From an optimization exercise on the open Yosys and OpenROAD flow, aimed at small area and a short achievable clock period; shortcuts taken in it are not production practice.
RTL that was checked went through simulation tests only; none was proved equivalent to the original.

Design systolic_array, start of the top module:
module systolic_array #(
    parameter M           = 5,
    parameter N           = 3,
    parameter K           = 4,
    parameter DATA_WIDTH  = 32
) (
    input clk,
    input rst_n,
    input [DATA_WIDTH*M-1:0] X,
    input [DATA_WIDTH*K-1:0] W,
    output reg [DATA_WIDTH*M*K-1:0] Y,
    output done
);
==> flow/config.mk <==
export PLATFORM = sky130hd
export DESIGN_NAME = systolic_array
export DESIGN_NICKNAME = systolic_array
export VERILOG_FILES = /design/flow/design.v
export SDC_FILE = /design/flow/constraint.sdc
export NUM_CORES = 8
export LEC_CHECK = 0
export ABC_AREA = 1
export CAP_MARGIN = 20
export CORE_MARGIN = 2
export CORE_UTILIZATION = 60
export CTS_BUF_LIST = sky130_fd_sc_hd__clkbuf_4 sky130_fd_sc_hd__clkbuf_8
export PLACE_DENSITY = 0.7
export SETUP_SLACK_MARGIN = 5
export SLEW_MARGIN = 20
==> flow/constraint.sdc <==
create_clock -name core_clock -period 8.5 [get_ports {clk}]
set_input_delay 1.7000 -clock core_clock [delete_from_list [all_inputs] [get_ports {clk}]]
set_output_delay 1.7000 -clock core_clock [all_outputs]
set_load 0.01 [all_outputs]
standard.sh (not shown) runs the stock make flow with config.mk's settings and CLKGATE_MAP_FILE= SYNTH_SCRIPT=/design/flow/synth_recipe.tcl, a recipe that flattens the netlist after the stock synthesis.
==> flow/flow/run.sh <==
#!/bin/bash
set -euo pipefail
export BUFFER_PORTS_ARGS="-buffer_cell sky130_fd_sc_hd__buf_2"
bash standard.sh > standard_make.log 2>&1
Next try:
- CTS_BUF_LIST: sky130_fd_sc_hd__clkbuf_4 sky130_fd_sc_hd__clkbuf_8 -> default
- TNS_END_PERCENT: default -> 10
=>
- fmax barely changes
- synthesized area does not change
- die area is unchanged
Next try:
- CTS_BUF_LIST: default -> sky130_fd_sc_hd__clkbuf_8
- CTS_CLUSTER_SIZE: default -> 20
- TNS_END_PERCENT: 10 -> default
Effect: The changed run passed the timing, DRC and antenna checks; area after synthesis is unchanged; worst hold slack got worse by 20 ps; count of clock-buffer cells in the layout rises by 158; fmax rises by 3.9%; synthesized cell count stays the same; non-clock buffer count rises by 79.
Next try:
- CTS_BUF_LIST: sky130_fd_sc_hd__clkbuf_8 -> default
- CTS_CLUSTER_SIZE: 20 -> default
Outcome: Clock-buffer cell count came out lower by 179. Die area stays the same. Sequential cell count is unchanged. Cell area came out higher by 0.39%. Worst setup slack gets worse by 44 ps. Register-to-register slack gets worse by 40 ps. Clock skew came out lower by 22 ps. Non-clock buffer count climbs by 2.


Another version of the RTL of systolic_array (not shown whole).
Size in the first run: about 930 I/O pins, about 130,000 um2 of cells after synthesis.
clock: 8.5 ns
lec_check: 0
abc_clock_period_in_ps: 3000
cap_margin: 20
core_margin: 2
core_utilization: 40
setup_slack_margin: 5
slew_margin: 20
run.sh (not shown) runs the stock make flow with config.mk's settings and CLKGATE_MAP_FILE= SYNTH_SCRIPT=/design/flow/synth_recipe.tcl, a recipe that flattens the netlist after the stock synthesis.
Stock flow here: none of the scripts above is used.
==> next run, changes <==
- ABC_CLOCK_PERIOD_IN_PS: 3000 -> default
- SETUP_SLACK_MARGIN: 5 -> default
Worst setup slack loses 0.71 ns.
Cell area went down by roughly a tenth.
Routed wire length went down by roughly a tenth.
Synthesized cell count stays the same.
Synthesized area does not change.
Die area is unchanged.
No functional check of the RTL was part of any run of this note.


v41:
RTL: one of the versions met above, not the one the previous note started from.
Size: ~12000 cells after synthesis, ~0.12 sq mm of cells after synthesis.
clock: 8.5 ns
lec_check: 0
abc_area: 1
cap_margin: 20
core_margin: 2
core_utilization: 60
place_density: 0.7
setup_slack_margin: 5
slew_margin: 20
standard.sh (not shown) runs the stock make flow with config.mk's settings and CLKGATE_MAP_FILE= SYNTH_SCRIPT=/design/flow/synth_recipe.tcl, a recipe that flattens the netlist after the stock synthesis.
==> flow/flow/run.sh <==
#!/bin/bash
# The standard layout with two changes:
#  - input and output ports are buffered with plain buffers (buf_2) instead
#    of the delay cells buffer_ports picks by default;
#  - after the standard synthesis, fa_polarity.py complements some full
#    adders (a full adder is self-dual) so that fewer inverters are needed
#    between them; registers and all other cells are unchanged.
set -euo pipefail
export BUFFER_PORTS_ARGS="-buffer_cell sky130_fd_sc_hd__buf_2"
RES=orfs/results/${FLOW_PLATFORM}/systolic_array/base
bash standard.sh synth > make_synth.log 2>&1
python3 flow/fa_polarity.py $RES/1_2_yosys.v $RES/1_2_yosys.pol.v > fa_polarity.log 2>&1
cp $RES/1_2_yosys.v 1_2_yosys.standard.v
mv $RES/1_2_yosys.pol.v $RES/1_2_yosys.v
rm -f $RES/1_synth.odb $RES/1_synth.sdc
bash standard.sh > make_layout.log 2>&1
Other scripts of this flow, unchanged in this note and not shown: flow/flow/fa_polarity.py
v41 went all the way through synthesis, placement and routing and the layout is clean on timing, DRC and antenna.
Edits applied to the flow inputs when going from v41 to v58:
- CTS_CLUSTER_SIZE now 20, previously not set
- CTS_CLUSTER_DIAMETER now 150, previously not set
[summary]
- Having completed the whole flow, v58 delivered a layout that passed the timing, DRC and antenna checks.
- | global-route met1 utilization | v58 vs v41 | 0.28 points lower |
- Final cycle utilization of the critical path delta for v58 relative to v41: 0.23 points lower
- Comparing v58 and v41, the higher data required time of the critical path was measured on v41.
- Looking only at core utilization, and setting everything else aside, the higher value of v58 and v41 goes to v41.
- Final worst setup slack ended up 0.019 ns higher on v58 than on v41.
The following lists how v35 was set up differently from v58:
- CTS_CLUSTER_DIAMETER: 150 -> 100
- CTS_CLUSTER_SIZE: 20 -> 24
Findings:
Reported for v58 and v35, count of hold-fix buffers inserted at cts turned out identical to the last digit. In the flow results for v58 and v35, the total inserted antenna cells is smaller on v35. Any difference in share of the core filled with cells between v58 and v35 is small enough to ignore.


P:
Another version of the RTL of systolic_array (not shown whole).
Size in the first run: roughly 930 I/O pins.
clock: 8.5 ns
lec_check: 0
abc_area: 1
cap_margin: 20
core_margin: 2
core_utilization: 50
cts_cluster_diameter: 150
cts_cluster_size: 20
place_density: 0.6
setup_slack_margin: 5
slew_margin: 20
synth_hierarchical: 1
==> flow/flow/run.sh <==
#!/bin/bash
# The standard layout with two changes:
#  - input and output ports are buffered with plain buffers (buf_1) instead
#    of the delay cells buffer_ports picks by default;
#  - after the standard synthesis, fa_polarity.py complements some full
#    adders (a full adder is self-dual) so that fewer inverters are needed
#    between them; registers and all other cells are unchanged.
set -euo pipefail
export BUFFER_PORTS_ARGS="-buffer_cell sky130_fd_sc_hd__buf_1"
RES=orfs/results/${FLOW_PLATFORM}/systolic_array/base
bash standard.sh synth > make_synth.log 2>&1
python3 flow/fa_polarity.py $RES/1_2_yosys.v $RES/1_2_yosys.pol.v > fa_polarity.log 2>&1
cp $RES/1_2_yosys.v 1_2_yosys.standard.v
mv $RES/1_2_yosys.pol.v $RES/1_2_yosys.v
rm -f $RES/1_synth.odb $RES/1_synth.sdc
bash standard.sh > make_layout.log 2>&1
Other scripts of this flow, unchanged in this note and not shown: flow/flow/fa_polarity.py
P went all the way through synthesis, placement and routing and the layout is clean on timing, DRC and antenna.
diff inputs: P => Q
- swapping 50 for 60 in CORE_UTILIZATION
- swapping 0.6 for 0.7 in PLACE_DENSITY
diff --git a/flow/flow/run.sh b/flow/flow/run.sh
--- a/flow/flow/run.sh
+++ b/flow/flow/run.sh
@@ -2,3 +2,3 @@
 # The standard layout with two changes:
-#  - input and output ports are buffered with plain buffers (buf_1) instead
+#  - input and output ports are buffered with plain buffers (buf_2) instead
 #    of the delay cells buffer_ports picks by default;
@@ -8,3 +8,3 @@
 set -euo pipefail
-export BUFFER_PORTS_ARGS="-buffer_cell sky130_fd_sc_hd__buf_1"
+export BUFFER_PORTS_ARGS="-buffer_cell sky130_fd_sc_hd__buf_2"
 RES=orfs/results/${FLOW_PLATFORM}/systolic_array/base
Notes after the runs:
- P has higher pin count of the biggest net entering global routing than Q.
- Changes observed in Q relative to P: placer congestion estimate higher, post-route fraction of the period consumed by the critical path higher, initial core utilization higher, detailed-router iteration count before antenna repair roughly the same.
- Of the two values seen for origin of the worst setup path, row[2].ra_6_0 was produced by Q and Y[325] by P.
Changes in R relative to Q:
- PLACE_DENSITY changed from 0.7 to 0.65
- CORE_UTILIZATION changed from 60 to 55
diff --git a/flow/flow/run.sh b/flow/flow/run.sh
--- a/flow/flow/run.sh
+++ b/flow/flow/run.sh
@@ -2,3 +2,3 @@
 # The standard layout with two changes:
-#  - input and output ports are buffered with plain buffers (buf_2) instead
+#  - input and output ports are buffered with plain buffers (buf_1) instead
 #    of the delay cells buffer_ports picks by default;
@@ -8,3 +8,3 @@
 set -euo pipefail
-export BUFFER_PORTS_ARGS="-buffer_cell sky130_fd_sc_hd__buf_2"
+export BUFFER_PORTS_ARGS="-buffer_cell sky130_fd_sc_hd__buf_1"
 RES=orfs/results/${FLOW_PLATFORM}/systolic_array/base
==> run notes <==
- Against Q, R comes in 20 ps higher on latest clock arrival within the worst-skew pair.
- Both conditions hold for R: the flow ran to the end and the final layout passed the timing, DRC and antenna checks.
- Post-cts hold buffer count came out exactly the same in R and Q.
- Comparing the two runs side by side, R comes out behind Q on placed wire-length estimate after detailed placement.
- Compared Q against R; post-synthesis instance area within noise.
--- input diff R..S ---
- a change of PLACE_DENSITY from 0.65 to 0.75
- a change of CORE_UTILIZATION from 55 to 62
Notes after the runs:
- Via count went up by a few percent going from R to S.
- Cmp S and R / remaining max-slew budget at the tightest pin / lower: R
- S vs R, overall die area went down by about 11%.
- S: worst setup slack after placement higher than R


Another version of the RTL of systolic_array (not shown whole).
For scale: ~12000 cells after synthesis.
Settings: LEC_CHECK=0, ABC_AREA=1, CAP_MARGIN=20, CORE_MARGIN=2, CORE_UTILIZATION=60, PLACE_DENSITY=0.7, SETUP_SLACK_MARGIN=5, SLEW_MARGIN=20; clock period 8.5 ns.
run.sh (not shown) runs the stock make flow with config.mk's settings and CLKGATE_MAP_FILE= SYNTH_SCRIPT=/design/flow/synth_recipe.tcl, a recipe that flattens the netlist after the stock synthesis.
Stock flow here: none of the scripts above is used.
Rerun with:
==> flow/flow/run.sh (new file) <==
#!/bin/bash
set -euo pipefail
export BUFFER_PORTS_ARGS="-buffer_cell sky130_fd_sc_hd__buf_2"
bash standard.sh > standard_make.log 2>&1
==> flow/standard.sh (new file) <==
#!/bin/bash
# synth_recipe.tcl (not shown) runs the flow's synth.tcl, then flattens the netlist and writes it again
# the make line also repeats each setting of config.mk as NAME=value (left out here)
make -C /OpenROAD-flow-scripts/flow DESIGN_CONFIG=/design/flow/config.mk WORK_HOME=/design/flow/orfs CLKGATE_MAP_FILE= SYNTH_SCRIPT=/design/flow/synth_recipe.tcl "${@:-finish}"
removed: flow/run.sh
=>
- utilization falls by 2.0 points
- design area shrinks by 2.7%
- sequential cell count is unchanged
- die area stays the same
- non-clock buffer count came out lower by 39
- cell count barely changes
- count of clock-buffer cells in the layout falls by 12
No functional check of the RTL was part of any run of this note.

## re-timing with driven ports
In the flow no input, the clock included, has a driving cell. The finished layouts below were timed again as built, in two steps.
Step 1 (the two cells are an assumption about what drives the block):
set clk [get_ports {clk}]
set_driving_cell -lib_cell sky130_fd_sc_hd__clkbuf_16 $clk
set_driving_cell -lib_cell sky130_fd_sc_hd__buf_2 [delete_from_list [all_inputs] $clk]
Step 2 also shifts input and output timing later by t, the mid clock arrival at the registers, as if the neighbouring blocks saw the same clock.
Slacks: ideal ports / drivers / drivers and shift; pairs: ideal ports / drivers.
run	t (ns)	setup WS [ns]	worst setup path after step 2	clock arrival spread, ns	pins driven straight from the clock port
the first run of note 1	1.198	4.832 / 4.832 / 4.832	register to register	0.068 / 0.067	1
the second run of note 1	1.014	4.827 / 4.827 / 4.827	register to register	0.056 / 0.056	1
the third run of note 1	1.200	4.964 / 4.908 / 4.964	register to register	0.072 / 0.072	1
the fourth run of note 1	1.005	4.920 / 4.920 / 4.920	register to register	0.054 / 0.054	1
the first run of note 2	1.034	3.035 / 3.035 / 3.035	register to register	0.098 / 0.098	1
the second run of note 2	1.037	2.322 / 2.322 / 2.322	register to register	0.094 / 0.094	1
v41	1.014	4.876 / 4.876 / 4.876	register to register	0.051 / 0.050	1
v58	0.963	4.895 / 4.895 / 4.895	register to register	0.067 / 0.067	1
v35	0.933	4.882 / 4.882 / 4.882	register to register	0.044 / 0.044	1
P	0.916	4.984 / 4.905 / 4.993	register to register	0.126 / 0.126	1
Q	0.933	4.951 / 4.900 / 4.951	register to register	0.079 / 0.079	1
R	0.941	4.991 / 4.908 / 4.991	register to register	0.114 / 0.113	1
S	0.908	4.881 / 4.881 / 4.881	register to register	0.095 / 0.095	1
the first run of note 5	0.997	4.721 / 4.721 / 4.721	register to register	0.036 / 0.036	1
the second run of note 5	1.011	4.822 / 4.822 / 4.822	register to register	0.065 / 0.066	1
After both steps every run listed still meets setup and hold.
